Context: an optimization exercise on an open-source flow, tuned for small area and a short achievable clock period. The choices shown serve that exercise and are no tape-out recipe.
RTL that was checked went through simulation tests only; none was proved equivalent to the original.
No driver is modelled on the clock port, so clock power and skew are understated where the tree is cut down; a real chip needs a root buffer or a tree.
Power is estimated from default activity; no workload was simulated.

==> job 4652: inputs <==
## FIR
module FIR
#(
parameter data_in = 16,
parameter no_tap = 10
)
(
    input i_clk,
    input signed [data_in-1:0] i_serial_in ,
    input i_data_wr,
    output signed [2*data_in-1:0] o_data_out ,
    output o_data_rdy,
    input i_reset
    );
==> module FIR, before the edit <==
module FIR
#(
parameter data_in = 16,
parameter no_tap = 10
)
(
    input i_clk,
    input signed [data_in-1:0] i_serial_in ,
    input i_data_wr,
    output signed [2*data_in-1:0] o_data_out ,
    output o_data_rdy,
    input i_reset
    );
    reg [15:0] r [0:8];
    reg [15:0] hold;
    reg [25:0] acc;          
    reg        cy;
    reg [25:0] out;
    reg        rdy;
    reg        wr;           
    reg        ld;           
    reg  [3:0] lab;          
    reg  [3:0] k;            
    reg        e0;           
    reg        e1;           
    reg        repl;         
    reg        zap;          
    reg sA256, sA8, sAh, sAl, sB4n, sB4p, sBh, sB1;
    integer i;
    wire       wr_n  = !i_reset && i_data_wr && !wr;
    wire [3:0] lab_p = lab + 4'd1 + {3'd0, wr};
    wire [3:0] lab_n = (lab_p >= 4'd9) ? lab_p - 4'd9 : lab_p;
    wire [3:0] k_n   = wr ? 4'd1 : (k == 4'd11 ? 4'd11 : k + 4'd1);
    wire       e0_n  = e0 && !wr;
    wire       e1_n  = wr ? e0 : e1;
    wire       rd_n  = (k_n != 4'd0) && (k_n <= 4'd9);    
    wire       rr_n  = rd_n && !e1_n;                      
    wire [3:0] age_n = (lab_n == 4'd0) ? 4'd9 : lab_n;     
    always @(posedge i_clk) begin
        wr   <= wr_n;
        ld   <= wr_n && !e0;
        rdy  <= !i_reset && wr;
        lab  <= i_reset ? 4'd0 : lab_n;
        k    <= k_n;
        e0   <= i_reset || e0_n;
        e1   <= i_reset || e1_n;
        repl <= (lab_n == 4'd0) && (k_n >= 4'd2) && (k_n <= 4'd10);
        zap  <= e1_n && (lab_n != 4'd0);
        sA256<= rr_n && (age_n == 4'd3 || age_n == 4'd5 || age_n == 4'd9);
        sB4n <= rr_n && (age_n == 4'd3 || age_n == 4'd5 || age_n == 4'd9);
        sA8  <= rr_n && (age_n == 4'd4 || age_n == 4'd6);
        sB4p <= rr_n && (age_n == 4'd4 || age_n == 4'd6);
        sB1  <= rr_n && (age_n == 4'd7);
        sAl  <= rr_n && (age_n == 4'd2 || age_n == 4'd8);
        sAh  <= rd_n && !e0_n && (age_n == 4'd1);
        sBh  <= rd_n && !e0_n && (age_n == 4'd1);
    end
    always @(posedge i_clk) begin
        r[0] <= repl ? hold : (zap ? 16'd0 : r[8]);
        for (i = 1; i < 9; i = i + 1) r[i] <= r[i-1];
        if (wr) hold <= i_serial_in;
    end
    wire [15:0] x  = r[8];
    wire [15:0] fx = {~x[15], x[14:0]};                
    wire [15:0] gx = {x[15], ~x[14:0]};                
    wire [15:0] fl = {~r[7][15], r[7][14:0]};
    wire [15:0] fh = {~hold[15], hold[14:0]};
    wire [25:0] laneA = (sA256 ? {2'd0, fx, 8'd0}  : 26'd0)
                      | (sA8   ? {7'd0, fx, 3'd0}  : 26'd0)
                      | (sAh   ? {7'd0, fh, 3'd0}  : 26'd0)
                      | (sAl   ? {10'd0, fl}       : 26'd0);
    wire [25:0] laneB = (sB4n  ? {8'd0, gx, 2'd0}  : 26'd0)
                      | (sB4p  ? {8'd0, fx, 2'd0}  : 26'd0)
                      | (sBh   ? {9'd0, fh, 1'd0}  : 26'd0)
                      | (sB1   ? {10'd0, fx}       : 26'd0);
    wire [25:0] cinit = e0 ? 26'h3fb0000 : 26'h267800c;
    wire [25:0] a0 = wr ? cinit : acc;
    wire [25:0] ps = a0 ^ laneA ^ laneB;
    wire [25:0] pc = {(a0[24:0] & laneA[24:0]) | (a0[24:0] & laneB[24:0]) | (laneA[24:0] & laneB[24:0]), 1'b0};
    wire [13:0] lo = {1'b0, ps[12:0]} + {1'b0, pc[12:0]};
    wire [13:0] hc = {ps[25:13], 1'b1} + {pc[25:13], cy & !wr};
    wire [12:0] hi = hc[13:1];
    always @(posedge i_clk) begin
        acc <= {hi, lo[12:0]};
        cy  <= lo[13];
        if (i_reset) out <= 26'd0;
        else if (ld) out <= acc;
    end
    assign o_data_rdy = rdy;
    assign o_data_out = {{6{out[25]}}, out};
endmodule
==> flow/config.mk <==
export PLATFORM = sky130hd
export DESIGN_NAME = FIR
export DESIGN_NICKNAME = FIR
export VERILOG_FILES = /design/flow/design.v
export SDC_FILE = /design/flow/constraint.sdc
export NUM_CORES = 4
export LEC_CHECK = 0
export CAP_MARGIN = 20
export CORE_MARGIN = 2
export CORE_UTILIZATION = 65
export PLACE_DENSITY = 0.75
export SLEW_MARGIN = 20
==> flow/constraint.sdc <==
create_clock -name core_clock -period 10.0 [get_ports {i_clk}]
set_input_delay 2.0000 -clock core_clock [delete_from_list [all_inputs] [get_ports {i_clk}]]
set_output_delay 2.0000 -clock core_clock [all_outputs]
set_load 0.01 [all_outputs]
standard.sh (not shown) runs the stock make flow with config.mk's settings and CLKGATE_MAP_FILE= SYNTH_SCRIPT=/design/flow/synth_recipe.tcl, a recipe that flattens the netlist after the stock synthesis.
==> flow/flow/run.sh <==
#!/bin/bash
# Standard ORFS layout (the standard.sh), with repair_timing asked to
# leave more setup slack than the default so it keeps improving the paths.
set -euo pipefail
bash standard.sh SETUP_SLACK_MARGIN=7 "BUFFER_PORTS_ARGS=-buffer_cell sky130_fd_sc_hd__buf_2" "CTS_ARGS=-sink_clustering_enable -repair_clock_nets -dont_use_dummy_load -buf_list sky130_fd_sc_hd__clkbuf_8" finish > make_finish.log 2>&1
==> job 1129: changes against job 4652 <==
--- a/flow/design.v
+++ b/flow/design.v
@@ -17,3 +17,3 @@
     reg [25:0] acc;          
-    reg        cy;
+    reg        c1, c2;
     reg [25:0] out;
@@ -80,10 +80,12 @@
     wire [25:0] pc = {(a0[24:0] & laneA[24:0]) | (a0[24:0] & laneB[24:0]) | (laneA[24:0] & laneB[24:0]), 1'b0};
-    wire [13:0] lo = {1'b0, ps[12:0]} + {1'b0, pc[12:0]};
-    wire [13:0] hc = {ps[25:13], 1'b1} + {pc[25:13], cy & !wr};
-    wire [12:0] hi = hc[13:1];
+    wire [9:0]  lo = {1'b0, ps[8:0]} + {1'b0, pc[8:0]};
+    wire [10:0] mc = {1'b0, ps[17:9], 1'b1} + {1'b0, pc[17:9], c1 & !wr};
+    wire [8:0]  hc = {ps[25:18], 1'b1} + {pc[25:18], c2 & !wr};
+    wire [7:0]  ohi = acc[25:18] + {7'd0, c2};
     always @(posedge i_clk) begin
-        acc <= {hi, lo[12:0]};
-        cy  <= lo[13];
+        acc <= {hc[8:1], mc[9:1], lo[8:0]};
+        c1  <= lo[9];
+        c2  <= mc[10];
         if (i_reset) out <= 26'd0;
-        else if (ld) out <= acc;
+        else if (ld) out <= {ohi, acc[17:0]};
     end
==> flow/flow/run.sh (replaced) <==
#!/bin/bash
# Standard ORFS layout (the standard.sh), with repair_timing asked to
# leave more setup slack than the default so it keeps improving the paths.
set -euo pipefail
bash standard.sh SETUP_SLACK_MARGIN=7 "BUFFER_PORTS_ARGS=-buffer_cell sky130_fd_sc_hd__buf_2" "CTS_ARGS=-sink_clustering_enable -repair_clock_nets -dont_use_dummy_load -buf_list sky130_fd_sc_hd__clkbuf_16 -sink_clustering_size 30 -sink_clustering_max_diameter 80" finish > make_finish.log 2>&1
==> job 3182: changes against job 4652 <==
--- a/flow/design.v
+++ b/flow/design.v
@@ -24,6 +24,4 @@
     reg  [3:0] k;            
-    reg        e0;           
-    reg        e1;           
+    reg  [3:0] nv;           
     reg        repl;         
-    reg        zap;          
     reg sA256, sA8, sAh, sAl, sB4n, sB4p, sBh, sB1;
@@ -34,10 +32,10 @@
     wire [3:0] k_n   = wr ? 4'd1 : (k == 4'd11 ? 4'd11 : k + 4'd1);
-    wire       e0_n  = e0 && !wr;
-    wire       e1_n  = wr ? e0 : e1;
+    wire [3:0] nv_n  = (wr && nv != 4'd10) ? nv + 4'd1 : nv;
     wire       rd_n  = (k_n != 4'd0) && (k_n <= 4'd9);    
-    wire       rr_n  = rd_n && !e1_n;                      
     wire [3:0] age_n = (lab_n == 4'd0) ? 4'd9 : lab_n;     
+    wire       rv_n  = rd_n && (age_n < nv_n);             
+    wire       h_n   = rd_n && (age_n == 4'd1) && (nv_n != 4'd0);
     always @(posedge i_clk) begin
         wr   <= wr_n;
-        ld   <= wr_n && !e0;
+        ld   <= wr_n && (nv != 4'd0);
         rdy  <= !i_reset && wr;
@@ -45,17 +43,15 @@
         k    <= k_n;
-        e0   <= i_reset || e0_n;
-        e1   <= i_reset || e1_n;
+        nv   <= i_reset ? 4'd0 : nv_n;
         repl <= (lab_n == 4'd0) && (k_n >= 4'd2) && (k_n <= 4'd10);
-        zap  <= e1_n && (lab_n != 4'd0);
-        sA256<= rr_n && (age_n == 4'd3 || age_n == 4'd5 || age_n == 4'd9);
-        sB4n <= rr_n && (age_n == 4'd3 || age_n == 4'd5 || age_n == 4'd9);
-        sA8  <= rr_n && (age_n == 4'd4 || age_n == 4'd6);
-        sB4p <= rr_n && (age_n == 4'd4 || age_n == 4'd6);
-        sB1  <= rr_n && (age_n == 4'd7);
-        sAl  <= rr_n && (age_n == 4'd2 || age_n == 4'd8);
-        sAh  <= rd_n && !e0_n && (age_n == 4'd1);
-        sBh  <= rd_n && !e0_n && (age_n == 4'd1);
+        sA256<= rv_n && (age_n == 4'd3 || age_n == 4'd5 || age_n == 4'd9);
+        sB4n <= rv_n && (age_n == 4'd3 || age_n == 4'd5 || age_n == 4'd9);
+        sA8  <= rv_n && (age_n == 4'd4 || age_n == 4'd6);
+        sB4p <= rv_n && (age_n == 4'd4 || age_n == 4'd6);
+        sB1  <= rv_n && (age_n == 4'd7);
+        sAl  <= rd_n && ((age_n == 4'd2 && nv_n >= 4'd4) || (age_n == 4'd8 && nv_n == 4'd10));
+        sAh  <= h_n;
+        sBh  <= h_n;
     end
     always @(posedge i_clk) begin
-        r[0] <= repl ? hold : (zap ? 16'd0 : r[8]);
+        r[0] <= repl ? hold : r[8];
         for (i = 1; i < 9; i = i + 1) r[i] <= r[i-1];
@@ -76,3 +72,14 @@
                       | (sB1   ? {10'd0, fx}       : 26'd0);
-    wire [25:0] cinit = e0 ? 26'h3fb0000 : 26'h267800c;
+    reg [25:0] cinit;
+    always @(*) begin
+        case (nv)
+            4'd0, 4'd1, 4'd2: cinit = 26'h3fb0000;
+            4'd3:             cinit = 26'h3788004;
+            4'd4:             cinit = 26'h3728004;
+            4'd5:             cinit = 26'h2f08008;
+            4'd6:             cinit = 26'h2ea8008;
+            4'd7, 4'd8:       cinit = 26'h2ea0008;
+            default:          cinit = 26'h267800c;
+        endcase
+    end
     wire [25:0] a0 = wr ? cinit : acc;
@@ -81,4 +88,3 @@
     wire [13:0] lo = {1'b0, ps[12:0]} + {1'b0, pc[12:0]};
-    wire [13:0] hc = {ps[25:13], 1'b1} + {pc[25:13], cy & !wr};
-    wire [12:0] hi = hc[13:1];
+    wire [12:0] hi = ps[25:13] + pc[25:13] + {12'd0, cy & !wr};
     always @(posedge i_clk) begin
==> flow/run.sh (new file) <==
#!/bin/bash
# synth_recipe.tcl (not shown) runs the flow's synth.tcl, then flattens the netlist and writes it again
# the make line also repeats each setting of config.mk as NAME=value (left out here)
make -C /OpenROAD-flow-scripts/flow DESIGN_CONFIG=/design/flow/config.mk WORK_HOME=/design/flow/orfs CLKGATE_MAP_FILE= SYNTH_SCRIPT=/design/flow/synth_recipe.tcl finish
CORE_UTILIZATION = 40   (was 65)
PLACE_DENSITY = default   (was 0.75)
removed: flow/flow/run.sh
removed: flow/standard.sh
==> job 2606: changes against job 4652 <==
--- a/flow/design.v
+++ b/flow/design.v
@@ -17,3 +17,3 @@
     reg [25:0] acc;          
-    reg        cy;
+    reg        c1, c2, c3;
     reg [25:0] out;
@@ -21,3 +21,3 @@
     reg        wr;           
-    reg        ld;           
+    wire       ld;           
     reg  [3:0] lab;          
@@ -27,8 +27,11 @@
     reg        repl;         
+    reg        fls;          
     reg        zap;          
-    reg sA256, sA8, sAh, sAl, sB4n, sB4p, sBh, sB1;
+    reg sA256, sA16, sAh, sAl, sB4n, sBh, sB1;
     integer i;
     wire       wr_n  = !i_reset && i_data_wr && !wr;
-    wire [3:0] lab_p = lab + 4'd1 + {3'd0, wr};
-    wire [3:0] lab_n = (lab_p >= 4'd9) ? lab_p - 4'd9 : lab_p;
+    wire       wrq   = i_data_wr && !wr;                   
+    wire [3:0] lab1  = (lab == 4'd8) ? 4'd0 : lab + 4'd1;
+    wire [3:0] lab2  = (lab == 4'd7) ? 4'd0 : (lab == 4'd8) ? 4'd1 : lab + 4'd2;
+    wire [3:0] lab_n = wr ? lab2 : lab1;
     wire [3:0] k_n   = wr ? 4'd1 : (k == 4'd11 ? 4'd11 : k + 4'd1);
@@ -41,3 +44,2 @@
         wr   <= wr_n;
-        ld   <= wr_n && !e0;
         rdy  <= !i_reset && wr;
@@ -49,6 +51,7 @@
         zap  <= e1_n && (lab_n != 4'd0);
+        fls  <= (k_n == 4'd10) && !wrq;
         sA256<= rr_n && (age_n == 4'd3 || age_n == 4'd5 || age_n == 4'd9);
-        sB4n <= rr_n && (age_n == 4'd3 || age_n == 4'd5 || age_n == 4'd9);
-        sA8  <= rr_n && (age_n == 4'd4 || age_n == 4'd6);
-        sB4p <= rr_n && (age_n == 4'd4 || age_n == 4'd6);
+        sB4n <= rr_n && (age_n == 4'd3 || age_n == 4'd4 || age_n == 4'd5 ||
+                         age_n == 4'd6 || age_n == 4'd9);
+        sA16 <= rr_n && (age_n == 4'd4 || age_n == 4'd6);
         sB1  <= rr_n && (age_n == 4'd7);
@@ -58,2 +61,3 @@
     end
+    assign ld = wr && !e0;
     always @(posedge i_clk) begin
@@ -69,3 +73,3 @@
     wire [25:0] laneA = (sA256 ? {2'd0, fx, 8'd0}  : 26'd0)
-                      | (sA8   ? {7'd0, fx, 3'd0}  : 26'd0)
+                      | (sA16  ? {6'd0, fx, 4'd0}  : 26'd0)
                       | (sAh   ? {7'd0, fh, 3'd0}  : 26'd0)
@@ -73,6 +77,5 @@
     wire [25:0] laneB = (sB4n  ? {8'd0, gx, 2'd0}  : 26'd0)
-                      | (sB4p  ? {8'd0, fx, 2'd0}  : 26'd0)
                       | (sBh   ? {9'd0, fh, 1'd0}  : 26'd0)
                       | (sB1   ? {10'd0, fx}       : 26'd0);
-    wire [25:0] cinit = e0 ? 26'h3fb0000 : 26'h267800c;
+    wire [25:0] cinit = e0 ? 26'h3fb0000 : 26'h25f8014;
     wire [25:0] a0 = wr ? cinit : acc;
@@ -80,8 +83,17 @@
     wire [25:0] pc = {(a0[24:0] & laneA[24:0]) | (a0[24:0] & laneB[24:0]) | (laneA[24:0] & laneB[24:0]), 1'b0};
-    wire [13:0] lo = {1'b0, ps[12:0]} + {1'b0, pc[12:0]};
-    wire [13:0] hc = {ps[25:13], 1'b1} + {pc[25:13], cy & !wr};
-    wire [12:0] hi = hc[13:1];
+    wire        b1 = &acc[12:7];
+    wire        a2 = &acc[18:14];
+    wire        d1 = fls && c1 && b1;
+    wire        t2 = c2 && d1;                                    
+    wire        d2 = fls && a2 && ((acc[13] && (c2 || (c1 && b1))) || (c2 && c1 && b1));
+    wire        t3 = c3 && d2;
+    wire [7:0]  s0 = {1'b0, ps[6:0]} + {1'b0, pc[6:0]};
+    wire [7:0]  s1 = {1'b0, ps[12:7], 1'b1} + {1'b0, pc[12:7], c1};
+    wire [7:0]  s2 = {1'b0, ps[18:13], 1'b1} + {1'b0, pc[18:15], pc[14] | t2, pc[13], c2 ^ d1};
+    wire [7:0]  s3 = {ps[25:19], 1'b1} + {pc[25:21], pc[20] | t3, pc[19], c3 ^ d2};
     always @(posedge i_clk) begin
-        acc <= {hi, lo[12:0]};
-        cy  <= lo[13];
+        acc <= {s3[7:1], s2[6:1], s1[6:1], s0[6:0]};
+        c1  <= s0[7] && !wrq;
+        c2  <= s1[7] && !fls && !wrq;
+        c3  <= s2[7] && !fls && !wrq;
         if (i_reset) out <= 26'd0;
==> flow/flow/run.sh (replaced) <==
#!/bin/bash
# The standard layout (standard.sh: ORFS from synthesis to the routed
# layout, with the standard synthesis unchanged), with these changes to how
# the layout is made:
#  - repair_timing is asked to leave 7.1 ns of setup slack instead of 0, so it
#    keeps sizing the critical paths below the 10 ns clock;
#  - the port buffers that buffer_ports inserts are buf_2;
#  - clock tree synthesis uses a buf_16 root and buf_12 leaves in clusters of up to 25 registers,
#    inserts no dummy loads, and (flow/pre_cts.tcl) drives the leaf buffers
#    straight from the root buffer, without the H-tree level between them.
# Each tool's full output goes to ORFS's logs under orfs/logs; make's own
# output goes to make_finish.log in this folder.
set -euo pipefail
bash standard.sh SETUP_SLACK_MARGIN=7.1 \
  "BUFFER_PORTS_ARGS=-buffer_cell sky130_fd_sc_hd__buf_2" \
  "CTS_ARGS=-sink_clustering_enable -repair_clock_nets -dont_use_dummy_load -buf_list sky130_fd_sc_hd__buf_12 -root_buf sky130_fd_sc_hd__buf_16 -sink_clustering_size 25 -sink_clustering_max_diameter 70" \
  "PRE_CTS_TCL=$PWD/flow/pre_cts.tcl" \
  finish > make_finish.log 2>&1
==> flow/flow/pre_cts.tcl (new file) <==
# Wraps clock_tree_synthesis. TritonCTS builds a root buffer, one or more
# H-tree levels and leaf buffers; this connects the leaf buffers straight to
# the root buffer's output and deletes the H-tree level buffers, so every
# register's clock passes through the same two buffers (root, leaf) and the
# whole tree has less delay. No register's clock is delayed.
rename clock_tree_synthesis my_cts_orig
proc clock_tree_synthesis {args} {
  my_cts_orig {*}$args
  set block [ord::get_db_block]
  set removed 0
  foreach inst [$block getInsts] {
    set name [$inst getName]
    if {![regexp {^clkbuf_[1-9][0-9]*_[0-9]+__f_} $name]} continue
    set in_net [[$inst findITerm A] getNet]
    set out_net [[$inst findITerm X] getNet]
    foreach it [$out_net getITerms] {
      if {[$it getInst] != $inst} { $it disconnect; $it connect $in_net }
    }
    odb::dbInst_destroy $inst
    odb::dbNet_destroy $out_net
    incr removed
  }
  puts "pre_cts.tcl: removed $removed H-tree level clock buffers"
}
==> comparison table <==
| metric | job 4652 | job 3182 | job 2606 | job 1129 |
|---|---|---|---|---|
| Result of the run | finished clean | finished clean | finished clean | finished clean |
| Pin count of the biggest net entering global routing | 35 | 48 | 35 | 35 |
| Crit path capture type | register | register | output port | output port |
| Area of the mapped netlist | 0.008493 mm² | 0.008856 mm² | 0.008273 mm² | 0.008554 mm² |
| Final standard cell utilization of the core | 76.81% | 47.94% | 71.38% | 74.16% |
| Crit path max-delay cell type | sky130_fd_sc_hd__fa_2 | sky130_fd_sc_hd__dfxtp_1 | sky130_fd_sc_hd__dfxtp_4 | sky130_fd_sc_hd__dfxtp_4 |
| Clock latency on the worst-skew pair | 0.53 ns | 0.51 ns | 0.37 ns | 0.48 ns |
| Max frequency | 323.2 MHz | 228.5 MHz | 347.7 MHz | 335.7 MHz |
| Post-Synth Adder-Cell Area | 9.870% | 10.40% | 10.77% | 10.33% |
| Inverter count of the layout excluding clock inverters | 48 | 52 | 50 | 56 |
| Worst Max-Slew Pin Slew | 0.9894 ns | 0.9951 ns | 0.9313 ns | 0.6492 ns |
| Non-clock buffers, area share | 4.924% | 5.111% | 3.501% | 4.336% |
| Biggest cell delay along the critical path | 0.63 ns | 0.67 ns | 0.38 ns | 0.38 ns |
| Leakage | 4.176 nW | 4.262 nW | 3.786 nW | 4.112 nW |
| Clock network power consumption | 0.613 mW | 0.912 mW | 0.461 mW | 0.481 mW |
| Number of multi-input combinational cells | 466 | 444 | 426 | 467 |
The RTL of job 3182 was laid out without a check of its function.

-- port drivers added, routing unchanged --
No port has a modelled driver above. Below, the same layouts with a new extraction and two added sets of constraints. Step 1 (the two cells are an assumption about what drives the block):
set clk [get_ports {i_clk}]
set_driving_cell -lib_cell sky130_fd_sc_hd__clkbuf_16 $clk
set_driving_cell -lib_cell sky130_fd_sc_hd__buf_2 [delete_from_list [all_inputs] $clk]
Step 2 also shifts input and output timing later by t, the mid clock arrival at the registers, as if the neighbouring blocks saw the same clock. Three values: ideal ports, drivers, drivers and shift; two values: the first two.
run | shift t [ns] | setup slack, ns | clock arrival spread, ns
job 4652 | 0.541 | 6.906 / 6.906 / 6.906 | 0.053 / 0.052
job 1129 | 0.485 | 7.021 / 6.980 / 7.029 | 0.064 / 0.064
job 3182 | 0.552 | 5.623 / 5.623 / 5.623 | 0.010 / 0.011
job 2606 | 0.399 | 7.124 / 7.076 / 7.180 | 0.048 / 0.048
After both steps setup and hold are still met in every run listed.
